Context: an optimization exercise on an open-source flow, tuned for small area. The choices shown serve that exercise and are no tape-out recipe. The RTL was checked by simulation tests, not by an equivalence proof against the original design. Power and IR drop assume default switching activity.

## PCC_4op
module PCC_4op
#(
parameter	LOCAL_Y	=	4'b0010,
parameter	LOCAL_X	=	4'b0001,
parameter	DATAW		=	66,
parameter	PORTS		=	4,
parameter   OUT_PORTS	=	4,
parameter	CONNECTIONW	=	16,
parameter	ADDRYX		=	8,
parameter	FWCTRLW		=	1,
parameter	BWCTRLW		=	3
)
(
input				clk,
input				reset,
input	[DATAW-1:0]	PCC_ip_data_i0,		PCC_ip_data_i1,		PCC_ip_data_i2,		PCC_ip_data_i3,	 
input				PCC_ip_stb_i0,		PCC_ip_stb_i1,		PCC_ip_stb_i2,		PCC_ip_stb_i3,	
input				PCC_ip_fwd_i0,		PCC_ip_fwd_i1,		PCC_ip_fwd_i2,		PCC_ip_fwd_i3,	    	
input				PCC_op_fail_i0,		PCC_op_fail_i1,		PCC_op_fail_i2,		PCC_op_fail_i3,	
input				PCC_op_pack_i0,		PCC_op_pack_i1,		PCC_op_pack_i2,		PCC_op_pack_i3,	
input				PCC_op_suspend_i0,	PCC_op_suspend_i1,	PCC_op_suspend_i2,	PCC_op_suspend_i3,	
input				PCC_op_cancel_i0,	PCC_op_cancel_i1,	PCC_op_cancel_i2,	PCC_op_cancel_i3,	
output	[DATAW-1:0]	PCC_op_data_o0,		PCC_op_data_o1,		PCC_op_data_o2,		PCC_op_data_o3,	
output				PCC_op_stb_o0,		PCC_op_stb_o1,		PCC_op_stb_o2,		PCC_op_stb_o3,	
output				PCC_op_fwd_o0,		PCC_op_fwd_o1,		PCC_op_fwd_o2,		PCC_op_fwd_o3,	
output				PCC_ip_fail_o0,		PCC_ip_fail_o1,		PCC_ip_fail_o2,		PCC_ip_fail_o3,	 
output				PCC_ip_pack_o0,		PCC_ip_pack_o1,		PCC_ip_pack_o2,		PCC_ip_pack_o3,	
output				PCC_ip_suspend_o0,	PCC_ip_suspend_o1,	PCC_ip_suspend_o2,	PCC_ip_suspend_o3,	
output				PCC_ip_cancel_o0,	PCC_ip_cancel_o1,	PCC_ip_cancel_o2,	PCC_ip_cancel_o3
);
For scale: roughly 1700 cells after synthesis, ~360 flip-flops, about 580 I/O pins.
Settings: LEC_CHECK=0, CAP_MARGIN=0, CELL_PAD_IN_SITES_DETAIL_PLACEMENT=1, CORE_MARGIN=2, CORE_UTILIZATION=40, SLEW_MARGIN=0, SYNTH_HIERARCHICAL=1; clock period 4.0 ns.
standard.sh (not shown) runs the stock make flow with config.mk's settings and CLKGATE_MAP_FILE= SYNTH_SCRIPT=/design/flow/synth_recipe.tcl, a recipe that flattens the netlist after the stock synthesis.
==> flow/flow/run.sh <==
#!/bin/bash
# Standard ORFS layout, with the smallest buffer for the port buffers and
# a coarser clock tree without dummy loads.
set -euo pipefail
bash standard.sh \
  "BUFFER_PORTS_ARGS=-buffer_cell sky130_fd_sc_hd__buf_1" \
  "CTS_ARGS=-sink_clustering_enable -repair_clock_nets -dont_use_dummy_load -sink_clustering_size 16 -sink_clustering_max_diameter 60 -buf_list {sky130_fd_sc_hd__clkbuf_8}" \
  finish > flow_make.log 2>&1
The starting point completed without violations.
Edit:
--- a/flow/design.v
+++ b/flow/design.v
@@ -164,32 +164,33 @@
         S_REQ1: ns = !stb ? S_IDLE : deny[k] ? S_FAIL1 : grant[k] ? S_PRE : S_REQ1;
         S_REQ2: ns = !stb ? S_IDLE : deny[k] ? S_FAIL1 : grant[k] ? S_PRE : S_REQ2;
         S_PRE:  ns = !stb ? S_IDLE : deny[k] ? S_FAIL1 :
                      !bw_pack[k] ? S_PRE : (!check_pot || iskip[k]) ? S_LOCK : S_REQ2;
         S_LOCK: ns = !stb ? S_IDLE : deny[k] ? S_FAIL1 : bw_canc[k] ? S_IDLE : S_LOCK;
         S_FAIL1, S_FAIL2: ns = !stb ? S_IDLE : S_FAIL2;
         default: ns = S_IDLE;
         endcase
     end
     assign ifail[k] = cs == S_FAIL1;
     wire ld1 = ns == S_REQ1;
     wire ld2 = ns == S_REQ2;
-    wire [1:0] xn = ld1 ? xcls(d[11:8]) : xcls(d[19:16]);
+    wire two = cs == S_PRE || cs == S_REQ2;
+    wire [1:0] xn = !two ? xcls(d[11:8]) : xcls(d[19:16]);
     wire [1:0] xo = {~act[2*k+1] & act[2*k], act[2*k+1]};
     wire [1:0] xc = mc2 ? xo : xn;
-    wire [1:0] yc = !mc2 ? (ld2 ? ycls(d[23:20]) : ycls(d[15:12]))
-                         : (ld2 ? ycls(d[15:12]) : ycls(d[11:8]));
+    wire [1:0] yc = !mc2 ? (two ? ycls(d[23:20]) : ycls(d[15:12]))
+                         : (two ? ycls(d[15:12]) : ycls(d[11:8]));
     always @(posedge clk) begin
         ics[3*k+:3] <= reset ? S_IDLE : ns;
-        iskip[k] <= nr & stb & (ld2 | iskip[k]);
+        iskip[k] <= nr & stb & (iskip[k] | (cs == S_PRE && !deny[k] && bw_pack[k] && check_pot));
         ipack[k] <= bw_pack[k];
         isusp[k] <= bw_susp[k];
         icanc[k] <= bw_canc[k];
         if (!nr || !(ld1 || ld2))
             act[2*k+:2] <= 2'b00;
         else if (xc[1])
             act[2*k+:2] <= 2'b01;
         else if (xc[0])
             act[2*k+:2] <= (k == 1 || ((k == 0 || k == 3) && yc[1])) ? 2'b11 : 2'b10;
         else
             act[2*k+:2] <= 2'b00;
         loc[k] <= xc[0] & yc[0];
Hold slack got worse by 0.035 ns.
Worst setup slack improved by 0.23 ns.
Global-route usage is higher by 0.49 points.
Maximum frequency is higher by 8.6%.
Wire length is higher by 0.64%.
Combinational power is lower by about 3%.
Non-clock buffer count is higher by 3.
Count of clock-buffer cells in the layout is lower by 2.
Critical path depth is lower by 3.


fjord:
Starting RTL as in the previous note.
clock: 4.0 ns
lec_check: 0
cap_margin: 0
cell_pad_in_sites_detail_placement: 1
core_margin: 2
core_utilization: 40
slew_margin: 0
synth_hierarchical: 1
==> flow/flow/run.sh <==
#!/bin/bash
# Standard ORFS layout, with the smallest buffer for the port buffers and
# a coarser clock tree without dummy loads.
set -euo pipefail
bash standard.sh \
  "BUFFER_PORTS_ARGS=-buffer_cell sky130_fd_sc_hd__buf_1" \
  "CTS_ARGS=-sink_clustering_enable -repair_clock_nets -dont_use_dummy_load -sink_clustering_size 14 -sink_clustering_max_diameter 60 -buf_list {sky130_fd_sc_hd__clkbuf_8}" \
  finish > flow_make.log 2>&1
--- input diff fjord..sierra ---
--- a/flow/design.v
+++ b/flow/design.v
@@ -49,13 +49,13 @@
 reg  [3:0]  ostb, ofwd, ofail, ocanc, osusp, opack;
 reg  [3:0]  ipack, isusp, icanc, iskip;
 wire [3:0]  ifail;
 reg  [11:0] ics;
 reg  [7:0]  act;
 reg  [3:0]  loc;
-reg  [2:0]  sel_d1, sel_d2;          
+reg  [3:0]  sel_d1, sel_d2;          
 reg         chg;                     
 reg  [3:0]  dest_r;
 reg  [1:0]  dir;                     
 reg         ybr;                     
 wire [15:0] cs_ = conn & {16{nr}};
 wire [3:0] occ = {|cs_[15:12], |cs_[11:8], |cs_[7:4], |cs_[3:0]};
@@ -95,25 +95,25 @@
                  ireq[1] ? 4'b0010 : ireq[2] ? 4'b0100 : 4'b0000;
 wire any_sel = |ireq;
 wire [1:0] s_act = ({2{sel[0]}} & act[1:0]) | ({2{sel[1]}} & act[3:2])
                  | ({2{sel[2]}} & act[5:4]) | ({2{sel[3]}} & act[7:6]);
 wire s_loc = |(sel & loc);
 always @(posedge clk) begin
-    sel_d1 <= {nr & any_sel, ~ireq[0] & (ireq[3] | ~ireq[1]), ~ireq[0] & (ireq[3] | ireq[1])};
-    sel_d2 <= {nr & sel_d1[2], sel_d1[1:0]};
-    chg    <= nr & (sel_d1[2] != sel_d2[2] || (sel_d1[2] && sel_d1[1:0] != sel_d2[1:0]));
+    sel_d1 <= sel & {4{nr}};
+    sel_d2 <= sel_d1 & {4{nr}};
+    chg    <= nr & (sel_d1 != sel_d2);
     dest_r <= {any_sel & (dir == 2'b01), any_sel & (dir == 2'b11), any_sel & (dir == 2'b10), s_loc};
     if (reset) begin
         dir <= 2'b00; ybr <= 1'b0;
     end else if (s_act == 2'b01) begin
         dir <= {~ybr, ybr}; ybr <= 1'b1;
     end else if (s_act[1]) begin
         dir <= s_act;
     end
 end
-wire [3:0] src = {4{sel_d2[2]}} & (4'b0001 << sel_d2[1:0]);
+wire [3:0] src = sel_d2;
 wire [3:0] freed = dest_r & ~occ;
 wire anyfree = |freed;
 wire [3:0] first = {freed[3] & ~|freed[2:0], freed[2] & ~|freed[1:0], freed[1] & ~freed[0], freed[0]};
 wire [3:0] grant = (chg & anyfree) ? src : 4'b0;
 wire [3:0] deny  = ((chg & ~anyfree) ? src : 4'b0)
                  | (ofail[0] ? cs_[3:0]   : 4'b0) | (ofail[1] ? cs_[7:4]   : 4'b0)
==> comparison <==
Diff fjord..sierra | post-synthesis share of cell area spent on xor and xnor gates | negligible. Flip-flop and latch count: sierra vs fjord up 2. For the critical path data required time, sierra came in 0.06 ns lower than fjord did. More vias were needed by fjord than by sierra. Cmp fjord and sierra / share of final layout cell area taken by non-clock buffers / lower: fjord. Any difference in internal cell power between sierra and fjord is small enough to ignore. Comparing fjord with sierra, the cell count after synthesis came out essentially unchanged. Routed wire length on met3 grows by a few percent when moving from fjord to sierra. Looking at total wirelength of the detailed-routed design across both flows, sierra is the weaker of the two, with fjord ahead.

what the ideal ports hide:
How much do the figures lean on ideal ports? The routed layouts below were timed once more, with nothing changed but the port constraints. Step 1 sets driving cells, clkbuf_16 on the clock port and buf_2 on the other inputs (assumed; they add their load-dependent delay and slew). Step 2, shift: input delay + t, output delay - t, t = (earliest + latest rising clock arrival at the registers) / 2. This alone moves slack from input paths to output paths. a / b / c = no drivers / after step 1 / after step 2; a / b = the first two.
run | t, ns | setup WS [ns] | hold WS [ns] | worst setup path after step 2 | latest minus earliest clock arrival (ns)
the first run of note 1 | 0.614 | 1.162 / 1.185 / 0.571 | 0.305 / 0.276 / 0.375 | input to register | 0.056 / 0.056
the second run of note 1 | 0.646 | 1.387 / 1.417 / 0.771 | 0.270 / 0.241 / 0.409 | input to register | 0.061 / 0.060
fjord | 0.647 | 1.226 / 1.247 / 0.600 | 0.301 / 0.274 / 0.377 | input to register | 0.070 / 0.071
sierra | 0.658 | 0.814 / 0.814 / 0.613 | 0.276 / 0.253 / 0.430 | input to register | 0.052 / 0.052
After both steps setup and hold are still met in every run listed. For fjord, which loses most, drivers alone change the setup slack by +0.021 ns; drivers and shift together by -0.626 ns.
